Source: an optimization exercise on an open RTL-to-GDS flow (aim: small area, a short achievable clock period and few clock cycles per item). Production flows keep margins and buffers that such runs may drop. The RTL was checked by simulation tests, not by an equivalence proof against the original design.

<file path="config.mk">
export PLATFORM = sky130hd
export DESIGN_NAME = ldpc_encoder
export DESIGN_NICKNAME = ldpc_encoder
export VERILOG_FILES = /design/flow/design.v
export SDC_FILE = /design/flow/constraint.sdc
export NUM_CORES = 8
export LEC_CHECK = 0
export CAP_MARGIN = 30
export CORE_MARGIN = 2
export CORE_UTILIZATION = 40
export SLEW_MARGIN = 30
</file>
<file path="design.v">
`timescale 1ns / 1ps
module rotate_left_vector #(
    parameter MAX_BLOCK_SIZE = 64,   
    localparam WIDTH = $clog2(MAX_BLOCK_SIZE)   
) (
    input wire [MAX_BLOCK_SIZE-1:0] in_vector,   
    input wire [WIDTH-1:0] shift_amount,   
    input wire [WIDTH-1:0] width,   
    output wire [MAX_BLOCK_SIZE-1:0] out_vector   
);
  reg [MAX_BLOCK_SIZE-1:0] effective_bits;
  wire [MAX_BLOCK_SIZE-1:0] only_effective_bits, rotated_bits;
  always @(width) begin
    effective_bits = ~((1 << (MAX_BLOCK_SIZE - width))-1);
  end
  assign only_effective_bits = (in_vector & effective_bits);
  assign rotated_bits = (only_effective_bits << shift_amount) | 
                        (only_effective_bits >> (width-shift_amount));
  assign out_vector = 
    (shift_amount == ((1 << WIDTH) - 1)) ? 0 : rotated_bits & effective_bits;
endmodule
`timescale 1ns / 1ps
module ldpc_encoder #(
    parameter MAX_BLOCK_SIZE = 64,   
    parameter MAX_ROWS = 12,   
    parameter MAX_COLS = 24,   
    localparam CODE_LEN = MAX_COLS * MAX_BLOCK_SIZE,
    localparam WIDTH_BLOCK = $clog2(MAX_BLOCK_SIZE),
    localparam WIDTH_COLS = $clog2(MAX_COLS + 1),
    localparam WIDTH_ROWS = $clog2(MAX_ROWS + 1),
    localparam MAX_ITERATIONS = 
      ((MAX_ROWS * MAX_COLS * WIDTH_BLOCK + MAX_BLOCK_SIZE - 1) 
                                              / MAX_BLOCK_SIZE),
    localparam WIDTH_ITERATIONS = $clog2(MAX_ITERATIONS + 1)
) (
    input wire clk,   
    input wire rst_n,   
    input wire start_input,   
    input wire start_conf_input,
    input wire [MAX_BLOCK_SIZE-1:0] data_in,
    output wire [MAX_BLOCK_SIZE-1:0] data_out,
    output wire done   
);
  reg [MAX_ROWS*MAX_COLS*WIDTH_BLOCK-1:0] g_matrix;
  reg [WIDTH_BLOCK-1:0] block_size;
  reg [WIDTH_ITERATIONS-1:0] iteration;
  reg [WIDTH_ROWS-1:0] row_index, read_index, rows;
  reg [WIDTH_COLS-1:0] col_index, cols, save_index;
  reg [CODE_LEN-1:0] codeword;
  reg [7:0] state, next_state;
  reg [MAX_BLOCK_SIZE-1:0] temp;
  wire [MAX_BLOCK_SIZE-1:0] block_in;
  wire [MAX_BLOCK_SIZE-1:0] block_out;
  wire [WIDTH_BLOCK-1:0] shift;
  wire last_row, last_col;
  localparam IDLE = 8'h1;
  localparam INPUT_METADATA = 8'h2;
  localparam INPUT_MATRIX = 8'h4;
  localparam INPUT_DATA = 8'h8;
  localparam CLC_1 = 8'h10;
  localparam SAVE = 8'h20;
  localparam CLC_2 = 8'h40;
  localparam RET = 8'h80;
  rotate_left_vector #(
      .MAX_BLOCK_SIZE(MAX_BLOCK_SIZE)
  ) rlv (
      .in_vector(block_in),
      .out_vector(block_out),
      .shift_amount(shift),
      .width(block_size)
  );
  always @* begin
    case (state)
      IDLE: begin
        if (start_conf_input) begin
          next_state = INPUT_METADATA;
        end else if (start_input) begin
          next_state = INPUT_DATA;
        end else begin
          next_state = IDLE;
        end
      end
      INPUT_METADATA: begin
        next_state = INPUT_MATRIX;
      end
      INPUT_MATRIX: begin
        if (start_conf_input) begin
          next_state = IDLE;
        end else begin
          next_state = INPUT_MATRIX;
        end
      end
      INPUT_DATA: begin
        if (last_col) begin
          next_state = CLC_1;
        end else begin
          next_state = INPUT_DATA;
        end
      end
      CLC_1: begin
        if (last_row & last_col) begin
          next_state = SAVE;
        end else begin
          next_state = CLC_1;
        end
      end
      SAVE: begin
        if (last_row) begin
          next_state = RET;
        end else begin
          next_state = CLC_2;
        end
      end
      CLC_2: begin
        if (last_col) begin
          next_state = SAVE;
        end else begin
          next_state = CLC_2;
        end
      end
      RET: begin
        if (last_col) begin
          next_state = IDLE;
        end else begin
          next_state = RET;
        end
      end
      default: begin
        next_state = IDLE;
      end
    endcase
  end
  always @(posedge clk or negedge rst_n) begin
    if (!rst_n) state <= IDLE;
    else state <= next_state;
  end
  always @(posedge clk) begin
    if (state == IDLE & start_conf_input) begin
      rows <= data_in[WIDTH_ROWS-1:0];
      cols <= data_in[WIDTH_COLS+7:8];
      block_size <= data_in[WIDTH_BLOCK+15:16];
    end else if (state == INPUT_MATRIX) begin
      g_matrix[iteration*MAX_BLOCK_SIZE+:MAX_BLOCK_SIZE] <= data_in;
    end
  end
  always @(posedge clk or negedge rst_n) begin
    if (!rst_n) begin
      row_index <= 0;
    end else if (state == INPUT_DATA) begin
      row_index <= rows - 1;
    end else if (state == CLC_1 & last_row & last_col) begin
      row_index <= rows - 1;
    end else if (state == CLC_1 & last_col) begin
      row_index <= row_index - 1;
    end else if (state == SAVE) begin
      row_index <= row_index - 1;
    end
  end
  always @(posedge clk or negedge rst_n) begin
    if (!rst_n) begin
      read_index <= 0;
    end else if (state == INPUT_DATA) begin
      read_index <= rows - 1;
    end else if (state == CLC_1 & last_row & last_col) begin
      read_index <= rows - 1;
    end else if (state == CLC_1 & last_col) begin
      read_index <= row_index - 1;
    end else if (state == SAVE) begin
      read_index <= row_index;
    end
  end
  always @(posedge clk) begin
    if (!rst_n) begin
      col_index <= 0;
    end else if (start_input) begin
      col_index <= rows;
    end else if (state == CLC_1 & last_col) begin
      col_index <= rows;
    end else if (state == SAVE) begin
      col_index <= 0;
    end else if (last_col) begin
      col_index <= 0;
    end else if (state == RET | state == INPUT_DATA | state == CLC_1 | state == CLC_2) begin
      col_index <= col_index + 1;
    end
  end
  always @(posedge clk or negedge rst_n) begin
    if (!rst_n) begin
      iteration <= 0;
    end else if (state == INPUT_METADATA) begin
      iteration <= 0;
    end else if (state == INPUT_MATRIX) begin
      iteration <= iteration + 1;
    end
  end
  always @(posedge clk or negedge rst_n) begin
    if (!rst_n) begin
      codeword <= 0;
    end else if (start_input) begin
      codeword <= 0;
    end else if (state == INPUT_DATA) begin
      codeword[col_index*MAX_BLOCK_SIZE+:MAX_BLOCK_SIZE] <= data_in;
    end else if (state == SAVE) begin
      codeword[save_index*MAX_BLOCK_SIZE+:MAX_BLOCK_SIZE] <= temp;
    end
  end
  always @(posedge clk) begin
    case (state)
      INPUT_DATA: begin
        temp <= 0;
      end
      SAVE: begin
        temp <= 0;
      end
      CLC_1: begin
        temp <= temp ^ block_out;
      end
      CLC_2: begin
        temp <= temp ^ block_out;
      end
      default: begin
      end
    endcase
  end
  always @(posedge clk) begin
    if (start_input) begin
      save_index <= rows - 1;
    end else if (state == SAVE) begin
      save_index <= save_index - 1;
    end
  end
  assign shift = g_matrix[(read_index*MAX_COLS+col_index)*WIDTH_BLOCK+:WIDTH_BLOCK];
  assign block_in = codeword[col_index*MAX_BLOCK_SIZE+:MAX_BLOCK_SIZE];
  assign done = (state == RET) ? 1'b1 : 1'b0;
  assign last_row = (row_index == 0) ? 1'b1 : 1'b0;
  assign last_col = (col_index == cols - 1) ? 1'b1 : 1'b0;
  assign data_out = codeword[col_index*MAX_BLOCK_SIZE+:MAX_BLOCK_SIZE];
endmodule
</file>
<file path="run.sh">
#!/bin/bash
# synth_recipe.tcl (not shown) runs the flow's synth.tcl, then flattens the netlist and writes it again
# the make line also repeats each setting of config.mk as NAME=value (left out here)
make -C /OpenROAD-flow-scripts/flow DESIGN_CONFIG=/design/flow/config.mk WORK_HOME=/design/flow/orfs CLKGATE_MAP_FILE= SYNTH_SCRIPT=/design/flow/synth_recipe.tcl finish
</file>
<file path="constraint.sdc">
create_clock -name core_clock -period 12.0 [get_ports {clk}]
set_input_delay 2.4000 -clock core_clock [delete_from_list [all_inputs] [get_ports {clk}]]
set_output_delay 2.4000 -clock core_clock [all_outputs]
set_load 0.01 [all_outputs]
</file>
==> qor.csv, run 1 <==
stage,metric,value,unit
route,Routed WL,899000,um
setup_path,CP max FO,37,
global_route,"Remaining Overflow, GRT",0,
synth,number of synthesized flops with an enable pin,1812,
synth,"FFs w/ async S/R, synth",0.461,
timing,TNS Setup,0,ns
clocking,Root Buffer,clkbuf_16,
global_route,vias in the first global route,173000,
timing,FMAX,105,MHz
timing,RSZ-0062 raised after global routing,false,
timing,number of hold violations in the final report,0,
die,Die X,736,um
route,wire per inst,33.1,um
setup_path,CP required,12.87,ns
place,worst slack at placement,2.80,ns
timing,WHS,0.500,ns
die,die height,736,um
clocking,Clock Sinks,3374,
place,GP Congestion,1.02,
synth,post-synth net total,21000,
clocking,worst skew pair latency,1.07,ns
setup_path,Critical Path Source Type,flip-flop,
synth,post-synthesis compound-gate area fraction,0.168,
clocking,post-cts hold buffer count,0,
setup_path,WP data arrival,10.42,ns
die,IO Pins,133,
place,DPL Wire Length,526000,um
global_route,largest net degree at the start of global routing,228,
timing,worst slew pin tran,1.18,ns
die,row count,268,
global_route,GRT Resource Usage Total,0.320,
synth,Post-Synth XOR/XNOR Area,0.00303,
timing,Layout Skew,0.101,ns
route,drc violations,0,
synth,simple-gate area share of the yosys netlist,0.0804,
clocking,htree depth,5,
synth,Yosys warnings,2,
clocking,post-CTS setup buffer count,0,
die,Starting Density,0.402,
cells_and_area,synth-to-layout area growth,9.29,%
timing,final cycle utilization of the critical path,0.795,
timing,max-slew violation count,0,
synth,Synth Instances,20900,
timing,Relative slew margins,0.213,
worst_hold_path,worst min path class,reg -> reg,
place,I/O Buffers,132,
global_route,first-pass GRT wire length,1280000,um
synth,synthesized cell area,214000,um^2
job,Max Cap Viol,0,
route,drt first-iter violations,27200,
synth,Main synth FF type,edfxtp_1,
timing,Final min period,9.54,ns
route,Pre-antenna DRT Iters,9,
synth,syn_area_per_cell,10.2,um^2
synth,combinational family with the most area after synthesis,multiplexers,
cells_and_area,fin nets,19900,
clocking,clk slew on worst S/H paths,0.06,ns
synth,"Distinct cells, synth",113,
timing,PnR worst setup slack,2.46,ns
route,vias,183000,
timing,Setup Viol. Count Final,0,
cells_and_area,share of cells above drive strength 1,0.220,
synth,sequential share of the synthesized area,0.437,
synth,Post-Synth Adder-Cell Area,0.00180,
synth,synthesis-stage register bit count,3374,
clocking,CTS max path bufs,4,
synth,mux contribution to synthesized area,0.263,
global_route,initial antenna violation count,93,
setup_path,Setup crit start,read_index[0]$_DFFE_PN0P_,
clocking,TritonCTS Buffers,391,
die,Core ar.,533000,um^2
setup_path,Worst Setup End Kind,flip-flop,
route,ANT nets after route,0,
route,Vias/cell,6.73,
worst_hold_path,hold path start,codeword[608]$_DFFE_PN0P_,
setup_path,worst r2r src,read_index[0]$_DFFE_PN0P_,
setup_path,Crit Path Class,reg -> reg,
clocking,post-CTS resize count,0,
outcome,outcome,"complete, no violations",
cells_and_area,Filler Cell Count,49200,
clocking,TritonCTS clock tree,yes,
die,DIE AREA,541000,um^2
-- synth_stat cells (15+ instances only) --
library cell | instances | area share
a2111oi_0 | 19 | 0.00078
a211o_1 | 168 | 0.0069
a211oi_1 | 242 | 0.0085
a21o_1 | 22 | 0.00077
a21oi_1 | 1759 | 0.041
a221oi_1 | 34 | 0.0014
a22o_1 | 15 | 0.00061
a22oi_1 | 81 | 0.0028
a31oi_1 | 42 | 0.0012
a32oi_1 | 16 | 0.00065
and2_1 | 38 | 0.0011
and3_1 | 31 | 0.00091
buf_1 | 180 | 0.0032
buf_2 | 114 | 0.0027
buf_4 | 100 | 0.0035
buf_6 | 58 | 0.0031
clkbuf_1 | 1840 | 0.032
dfrtp_1 | 1556 | 0.18
edfxtp_1 | 1812 | 0.25
ha_1 | 26 | 0.0015
inv_1 | 81 | 0.0014
mux2_2 | 2150 | 0.11
mux2i_1 | 1261 | 0.059
mux4_1 | 53 | 0.0065
mux4_2 | 798 | 0.084
nand2_1 | 1983 | 0.035
nand2b_1 | 50 | 0.0015
nand3_1 | 118 | 0.0028
nand4_1 | 32 | 0.00094
nor2_1 | 1724 | 0.030
nor2b_1 | 30 | 0.00088
nor3_1 | 97 | 0.0023
nor4_1 | 22 | 0.00064
o211ai_1 | 77 | 0.0027
o21ai_0 | 3774 | 0.088
o221ai_1 | 31 | 0.0013
o22ai_1 | 48 | 0.0014
o31ai_1 | 30 | 0.0011
or2_2 | 34 | 0.00099
or3_1 | 45 | 0.0013
xnor2_1 | 40 | 0.0016
xor2_1 | 34 | 0.0014
-- critical path, stage by stage, from the launching register on --
cell and delay (ns):
dfrtp_1 0.43, ha_1 0.33, inv_1 0.06, fa_4 1.10, and2_1 0.87, a211oi_1 0.20
o211ai_1 0.15, nand3_1 0.11, nor4bb_1 0.88, buf_4 0.27, nor4_2 0.06, a21o_2 0.32
inv_2 0.17, ha_2 0.18, inv_1 0.08, fa_2 0.42, xnor2_2 0.58, buf_4 0.36
buf_4 0.50, mux2_2 0.39, o21ai_0 0.55, mux2i_1 0.15, o21ai_0 0.21, a21oi_1 0.07
o32a_1 0.36, or3_1 0.32, a21oi_1 0.16
-- state kept, by name, indices dropped and copies added, names as in the netlist, 5 cells and up --
register    count
g_matrix     1728
codeword     1536
temp           64
state           8
block_size      6
col_index       5
cols            5
iteration       5
save_index      5
-- cells in the final DEF (no fill, tap or decap), types with 391 or more instances in the layout --
cell type  count
mux4_2       798
clkbuf_16    391
o21ai_0     3769
edfxtp_1    1812
dfrtp_1     1556
nand2_1     1957
buf_4        546
a21oi_1     1755
nor2_1      1679
mux2_2      2150
mux2i_1     1260
-- cells by family after synthesis --
kind of cell	Yosys count
AOI/OAI and AO/OA	6545
xor gates and xnor gates	74
adders and majority gates	29
buffers and inverters	2399
DFF	3374
muxes	4266
other	1
and+or+nand+nor	4260
-- final timing paths --
check / to / slack [ns] / depth (start not counted)
max: temp[23]$_SDFFCE_PN0P_ / 2.46 / 26
min: codeword[608]$_DFFE_PN0P_ / 0.50 / 2
max reg2reg: temp[23]$_SDFFCE_PN0P_ / 2.46 / 26
min reg2reg: codeword[608]$_DFFE_PN0P_ / 0.50 / 2
max in group asynchronous: codeword[246]$_DFFE_PN0P_ / 8.48 / 3
min in group asynchronous: codeword[1423]$_DFFE_PN0P_ / 1.16 / 1
-- area by class of cell --
class,instances,area (um^2),share of cell area
Inverter,91,358,0.00153
Sequential cell,3374,93500,0.400
Multi-Input combinational cell,15200,112000,0.477
Clock inverter,153,1790,0.00765
Antenna cell,64,160,0.000685
Clock buffer,564,10900,0.0465
Timing Repair Buffer,738,6890,0.0295
Tap cell,7020,8780,0.0375
-- per-layer routing --
metal / GRT usage / part of all wire / vias up
met3: 0.0811 / 0.12 / 2378
li1: - / - / 75400
met4: 0.152 / 0.055 / 22
met5: 0.000529 / 0.00047 / -
met1: 0.432 / 0.39 / 93200
met2: 0.480 / 0.44 / 12000
-- per-stage QoR --
step                       util  instances  instance area, um^2
final                     0.439      27200               234000
after global routing      0.439      27100               234000
after CTS                 0.438      27100               233000
after detailed placement  0.414      26400               221000
after global placement    0.413      26400               220000
after floorplan               -      20900               214000
Testbench counts, summed over its fixed seeds: cycles 63,808, items 192.
==> run 2: changes to the inputs <==
==> design.v (replaced) <==
`timescale 1ns / 1ps
module rotate_left_vector (
    input  wire [124:0] d_vec,
    input  wire [5:0]   shift_amount,
    output wire [62:0]  out_vector
);
  wire [124:0] shifted = d_vec << shift_amount;
  assign out_vector = shifted[124:62];
endmodule
`timescale 1ns / 1ps
module ldpc_encoder (
    input  wire        clk,
    input  wire        rst_n,
    input  wire        start_input,
    input  wire        start_conf_input,
    input  wire [63:0] data_in,
    output wire [63:0] data_out,
    output wire        done
);
  localparam NR = 12;
  localparam NC = 24;
  localparam S_IDLE = 2'd0;
  localparam S_CONF = 2'd1;
  localparam S_ENC = 2'd2;
  reg [3:0] rows;
  reg [4:0] cols;
  reg [5:0] zsz;
  reg [NR*NC*6-1:0] g;
  reg [6:0] k_nmsg;       
  reg [6:0] k_t0;         
  reg [6:0] k_msgout;     
  reg [6:0] k_last;       
  reg [6:0] k_chain0;     
  reg [6:0] k_chain1;     
  reg [62:0] zmask;
  always @(posedge clk) begin
    k_nmsg   <= {2'b0, cols} - {3'b0, rows};
    k_t0     <= ({2'b0, cols} + {3'b0, rows} >= 7'd23) ? {2'b0, cols} + 7'd2 : 7'd25 - {3'b0, rows};
    k_chain0 <= {2'b0, cols} - {3'b0, rows} + 7'd3;
    k_chain1 <= {2'b0, cols} + 7'd1;
    zmask    <= ~({63{1'b1}} >> zsz);
  end
  always @(posedge clk) begin
    k_msgout <= k_t0 + {3'b0, rows} - 7'd1;
    k_last   <= k_t0 + {2'b0, cols} - 7'd1;
  end
  reg [1:0] state;
  reg [5:0] cyc;
  reg [1:0] nstate;
  always @* begin
    nstate = state;
    case (state)
      S_IDLE:
        if (start_conf_input) nstate = S_CONF;
        else if (start_input) nstate = S_ENC;
      S_CONF:
        if (cyc == 6'd28) nstate = S_IDLE;
      S_ENC:
        if ({1'b0, cyc} == k_last) nstate = S_IDLE;
      default: nstate = S_IDLE;
    endcase
  end
  wire [6:0] cn = (state == S_IDLE) ? 7'd1 : {1'b0, cyc} + 7'd1;
  wire n_enc = (nstate == S_ENC);
  wire n_conf = (nstate == S_CONF);
  reg f_gshift, f_srshift, f_s1msg, f_total, f_chain, f_par, f_msgout, f_clr;
  reg done_r;
  reg [4:0] gcol;    
  reg [3:0] pidx;    
  reg [3:0] rlim;    
  wire [6:0] c_next = {2'b0, cols} + 7'd2 - cn;       
  wire [6:0] k_par  = cn - k_t0 + 7'd2;
  wire f_chain_n = n_enc && cn >= k_chain0 && cn <= k_chain1;
  always @(posedge clk or negedge rst_n) begin
    if (!rst_n) begin
      state <= S_IDLE;
      cyc <= 6'd0;
      f_gshift <= 1'b0;
      f_srshift <= 1'b0;
      f_s1msg <= 1'b0;
      f_total <= 1'b0;
      f_chain <= 1'b0;
      f_par <= 1'b0;
      f_msgout <= 1'b0;
      f_clr <= 1'b0;
      done_r <= 1'b0;
    end else begin
      state <= nstate;
      cyc <= (nstate == S_IDLE) ? 6'd0 : cn[5:0];
      f_gshift <= n_conf && cn >= 7'd2;
      f_srshift <= n_enc && (cn <= 7'd23 || (cn >= k_msgout && cn < k_last));
      f_s1msg <= n_enc && cn >= 7'd2 && cn <= k_nmsg + 7'd1;
      f_total <= n_enc && cn == k_nmsg + 7'd2;
      f_chain <= f_chain_n;
      f_par <= n_enc && cn >= k_t0 && cn < k_msgout;
      f_msgout <= n_enc && cn >= k_msgout && cn < k_last;
      f_clr <= n_enc && cn == 7'd1;
      done_r <= n_enc && cn >= k_t0 && cn <= k_last;
    end
  end
  always @(posedge clk) begin
    if (cn <= k_nmsg + 7'd1) gcol <= rows + cn[4:0] - 5'd2;
    else gcol <= c_next[4:0];
    rlim <= c_next[3:0];
    if (cn < k_t0) pidx <= (c_next[3:0] >= rows) ? 4'd0 : c_next[3:0];
    else if (k_par[3:0] == rows) pidx <= 4'd0;
    else pidx <= k_par[3:0];
  end
  always @(posedge clk) begin
    if (state == S_IDLE && start_conf_input) begin
      rows <= data_in[3:0];
      cols <= data_in[12:8];
      zsz <= data_in[21:16];
    end
    if (f_gshift) g <= {data_in, g[NR*NC*6-1:64]};
  end
  reg [62:0] sr[0:22];
  integer i;
  always @(posedge clk) begin
    if (f_srshift) begin
      sr[0] <= data_in[63:1];
      for (i = 1; i < 23; i = i + 1) sr[i] <= sr[i-1];
    end
  end
  reg [62:0] p_reg;      
  reg [124:0] d_reg;
  reg [5:0] gc_reg[0:NR-1];
  reg [NR-1:0] act;
  wire [62:0] s1_x = f_s1msg ? (sr[0] & zmask) : p_reg;
  wire [124:0] s1_wide = {s1_x, 62'b0};
  wire [124:0] s1_dup = s1_wide | (s1_wide >> zsz);
  integer r;
  always @(posedge clk) begin
    d_reg <= s1_dup;
    for (r = 0; r < NR; r = r + 1) begin
      gc_reg[r] <= g[(r*NC+gcol)*6+:6];
      act[r] <= (g[(r*NC+gcol)*6+:6] != 6'h3f) &&
                ((f_s1msg && r < rows) || (f_chain && r >= 1 && r <= rlim));
    end
  end
  reg [62:0] acc[0:NR-1];
  wire [62:0] rot[0:NR-1];
  reg [62:0] acc_next[0:NR-1];
  reg [62:0] total;
  genvar gr;
  generate
    for (gr = 0; gr < NR; gr = gr + 1) begin : g_row
      rotate_left_vector u_rot (
          .d_vec(d_reg),
          .shift_amount(gc_reg[gr]),
          .out_vector(rot[gr])
      );
    end
  endgenerate
  always @* begin
    total = 63'b0;
    for (r = 0; r < NR; r = r + 1) begin
      acc_next[r] = (acc[r] & {63{~f_clr}}) ^ (rot[r] & {63{act[r]}});
      total = total ^ acc_next[r];
    end
  end
  always @(posedge clk) begin
    for (r = 1; r < NR; r = r + 1) acc[r] <= acc_next[r];
    acc[0] <= f_total ? total : acc_next[0];
  end
  reg [5:0] ds, dzs;
  reg dzero;
  wire [5:0] gdiag = g[(c_next[3:0]*NC+c_next[3:0])*6+:6];
  always @(posedge clk) begin
    ds <= gdiag;
    dzs <= zsz - gdiag;
    dzero <= (gdiag == 6'h3f) || !f_chain_n;
  end
  wire [62:0] fast = ((p_reg << ds) | (p_reg >> dzs)) & {63{~dzero}};
  wire [62:0] accsel = acc_next[pidx];
  always @(posedge clk) begin
    if (f_total) p_reg <= total & zmask;
    else if (f_chain || f_par) p_reg <= (accsel ^ fast) & zmask;
    else if (f_msgout) p_reg <= sr[22];
  end
  assign data_out = {p_reg, 1'b0};
  assign done = done_r;
endmodule
==> qor.csv, run 2 <==
stage,metric,value,unit
global_route,GRT Resource Usage Total,0.455,
setup_path,Critical Path Source Type,flip-flop,
clocking,TritonCTS clock tree,yes,
synth,Post-Synth Adder-Cell Area,0.00498,
die,Core ar.,759000,um^2
synth,Synth Instances,23100,
global_route,largest net degree at the start of global routing,193,
route,vias,249000,
timing,WHS,0.364,ns
outcome,Failed Checks,antenna violations,
global_route,first-pass GRT wire length,2330000,um
route,drc violations,0,
synth,syn_area_per_cell,13.2,um^2
die,IO Pins,133,
die,Die X,877,um
synth,Main synth FF type,edfxtp_1,
timing,number of hold violations in the final report,0,
cells_and_area,share of cells above drive strength 1,0.326,
cells_and_area,Top reg by flops,g,
synth,"Distinct cells, synth",120,
cells_and_area,max reg flops,1728,
job,Max Cap Viol,0,
synth,synthesized cell area,305000,um^2
setup_path,Worst R2R Setup Slack,4.25,ns
timing,RSZ-0062 raised after global routing,false,
setup_path,WP data arrival,8.73,ns
synth,Synth top cells by count,"mux4_2 (3726), edfxtp_1 (3255), nand2_1 (2242), mux2i_1 (1718), clkbuf_1 (1545)",
clocking,Clock Sinks,4365,
route,Vias/cell,7.49,
clocking,CTS max path bufs,4,
die,Starting Density,0.401,
synth,sequential share of the synthesized area,0.394,
clocking,post-CTS setup buffer count,0,
global_route,vias in the first global route,228000,
clocking,clk slew on worst S/H paths,0.06,ns
synth,post-synth net total,23200,
route,ANT nets after route,1,
timing,Layout Skew,0.188,ns
synth,mux contribution to synthesized area,0.367,
cells_and_area,"most common cell after layout, fill and taps aside",mux4_2,
global_route,"Remaining Overflow, GRT",0,
timing,Final min period,7.75,ns
timing,Setup Viol. Count Final,0,
synth,simple-gate area share of the yosys netlist,0.0641,
place,worst slack at placement,4.27,ns
synth,Yosys top cell area share,0.321,
global_route,initial antenna violation count,331,
die,die height,877,um
cells_and_area,most frequent cells in the layout,"mux4_2 (3725), edfxtp_1 (3255), nand2_1 (2233)",
cells_and_area,top flop regs,"g x1728, sr x1449, acc x756",
timing,FMAX,129,MHz
setup_path,Setup crit start,cyc[0]$_DFF_PN0_,
synth,Post-Synth XOR/XNOR Area,0.0476,
cells_and_area,synth-to-layout area growth,11.1,%
clocking,post-CTS resize count,0,
timing,final cycle utilization of the critical path,0.646,
clocking,worst skew pair latency,1.21,ns
timing,Relative slew margins,0.115,
timing,PnR worst setup slack,4.25,ns
synth,Yosys warnings,9,
route,Routed WL,1810000,um
cells_and_area,Filler Cell Count,68300,
outcome,outcome,"complete, but fails checks",
synth,most common cell in the netlist,mux4_2,
setup_path,Crit Path Class,reg -> reg,
clocking,post-cts hold buffer count,0,
die,DIE AREA,768000,um^2
clocking,Root Buffer,clkbuf_16,
synth,main area contributors after synthesis,"edfxtp_1 (32%), mux4_2 (28%), dfxtp_1 (7.2%)",
timing,worst slew pin tran,1.32,ns
route,Pre-antenna DRT Iters,10,
cells_and_area,fin nets,22400,
setup_path,Worst Setup End Kind,flip-flop,
synth,combinational family with the most area after synthesis,multiplexers,
route,wire per inst,54.3,um
die,row count,320,
clocking,htree depth,5,
setup_path,Reg2Reg Depth,22,
place,GP Congestion,1.10,
clocking,TritonCTS Buffers,471,
synth,synthesis-stage register bit count,4365,
setup_path,worst r2r src,cyc[0]$_DFF_PN0_,
setup_path,FF-to-FF End,dzs[5]$_DFF_P_,
place,DPL Wire Length,1340000,um
timing,max-slew violation count,0,
synth,"FFs w/ async S/R, synth",0.00389,
route,drt first-iter violations,48300,
synth,number of synthesized flops with an enable pin,3255,
synth,post-synth top area cell,edfxtp_1,
worst_hold_path,worst min path class,reg -> reg,
setup_path,Critical Path End,dzs[5]$_DFF_P_,
setup_path,CP max FO,25,
place,I/O Buffers,131,
setup_path,CP required,12.97,ns
synth,post-synthesis compound-gate area fraction,0.0760,
==> run 2: area by class of cell <==
| class | count | area [um^2] | area share |
|---|---|---|---|
| Inverter | 357 | 1380 | 0.00408 |
| Antenna cell | 484 | 1210 | 0.00358 |
| Timing Repair Buffer | 1486 | 12800 | 0.0377 |
| Multi-Input combinational cell | 15600 | 174000 | 0.514 |
| Clock buffer | 578 | 12500 | 0.0370 |
| Sequential cell | 4365 | 121000 | 0.357 |
| Tap cell | 10100 | 12700 | 0.0375 |
| Clock inverter | 298 | 3220 | 0.00952 |
==> run 2: worst max-delay path: stages (launching register included) <==
cell and delay (ns):
dfrtp_1 0.47, inv_1 0.09, ha_1 0.30, nand2_1 0.29
inv_1 0.31, fa_4 1.19, inv_1 0.27, ha_1 0.30
fa_1 0.72, xor2_4 0.20, buf_12 0.28, mux4_2 0.66
mux2i_2 0.59, o32a_1 0.29, o21ai_0 0.12, nand2_1 0.19
ha_1 0.28, a21o_1 0.16, a21o_1 0.20, a21o_1 0.19
a21oi_1 0.18, xnor2_1 0.10, xnor2_1 0.16
==> run 2: kinds of logic (layout without fill, tap and decap cells) <==
logic type	count (synthesis)	in the layout
flops	4365	4365
fa+ha+maj	116	116
mux	6311	6311
other cells	1	485
buf+inv	3101	2719
compound gates	3267	3267
xor+xnor	1461	1461
simple gates	4428	4428
==> run 2: worst min-delay path by stage <==
stage / from / to / slack [ns] / depth (start not counted)
3_5_place_dp: sr[9][2]$_DFFE_PP_ / sr[10][2]$_DFFE_PP_ / 0.40 / 0
5_1_grt: sr[19][28]$_DFFE_PP_ / sr[20][28]$_DFFE_PP_ / 0.36 / 0
4_1_cts: sr[19][28]$_DFFE_PP_ / sr[20][28]$_DFFE_PP_ / 0.35 / 0
3_3_place_gp: sr[14][61]$_DFFE_PP_ / sr[15][61]$_DFFE_PP_ / 0.40 / 0
6_report: sr[11][31]$_DFFE_PP_ / sr[12][31]$_DFFE_PP_ / 0.36 / 0
2_1_floorplan: sr[9][0]$_DFFE_PP_ / sr[10][0]$_DFFE_PP_ / 0.40 / 0
==> run 2: stage by stage <==
stage	TNS [ns]	area, um^2	utilization	std cells
2_1_floorplan	-643.08	305000	-	23100
3_3_place_gp	0	319000	0.421	31900
3_5_place_dp	0	321000	0.423	31900
4_1_cts	0	337000	0.443	32800
5_1_grt	0	337000	0.444	32900
6_report	0	338000	0.446	33300
==> run 2: metal layers <==
layer	track usage	routed length (um)	up-vias
met5	0.00234	817	-
met4	0.360	187000	84
met3	0.203	260000	5637
met2	0.625	724000	23700
met1	0.555	636000	129000
li1	-	-	90600
Testbench counts of run 2, summed over its fixed seeds: cycles 10,528, items 192.

## re-timing with driven ports
In the flow no input, the clock included, has a driving cell. The finished layouts below were timed again as built, in two steps. Step 1 (the two cells are an assumption about what drives the block):
set clk [get_ports {clk}]
set_driving_cell -lib_cell sky130_fd_sc_hd__clkbuf_16 $clk
set_driving_cell -lib_cell sky130_fd_sc_hd__buf_2 [delete_from_list [all_inputs] $clk]
Step 2 moves the port delays by t, midway between the first and last clock arrival at a register: inputs arrive t later, outputs are due t later. That takes back most of the time a late clock gives input paths. a / b / c = no drivers / after step 1 / after step 2; a / b = the first two.
run | shift t [ns] | setup slack, ns | worst data-port slew with drivers (ns)
run 1 | 1.149 | 2.456 / 2.456 / 2.456 | 0.40
run 2 | 1.284 | 4.246 / 4.246 / 4.246 | 0.12
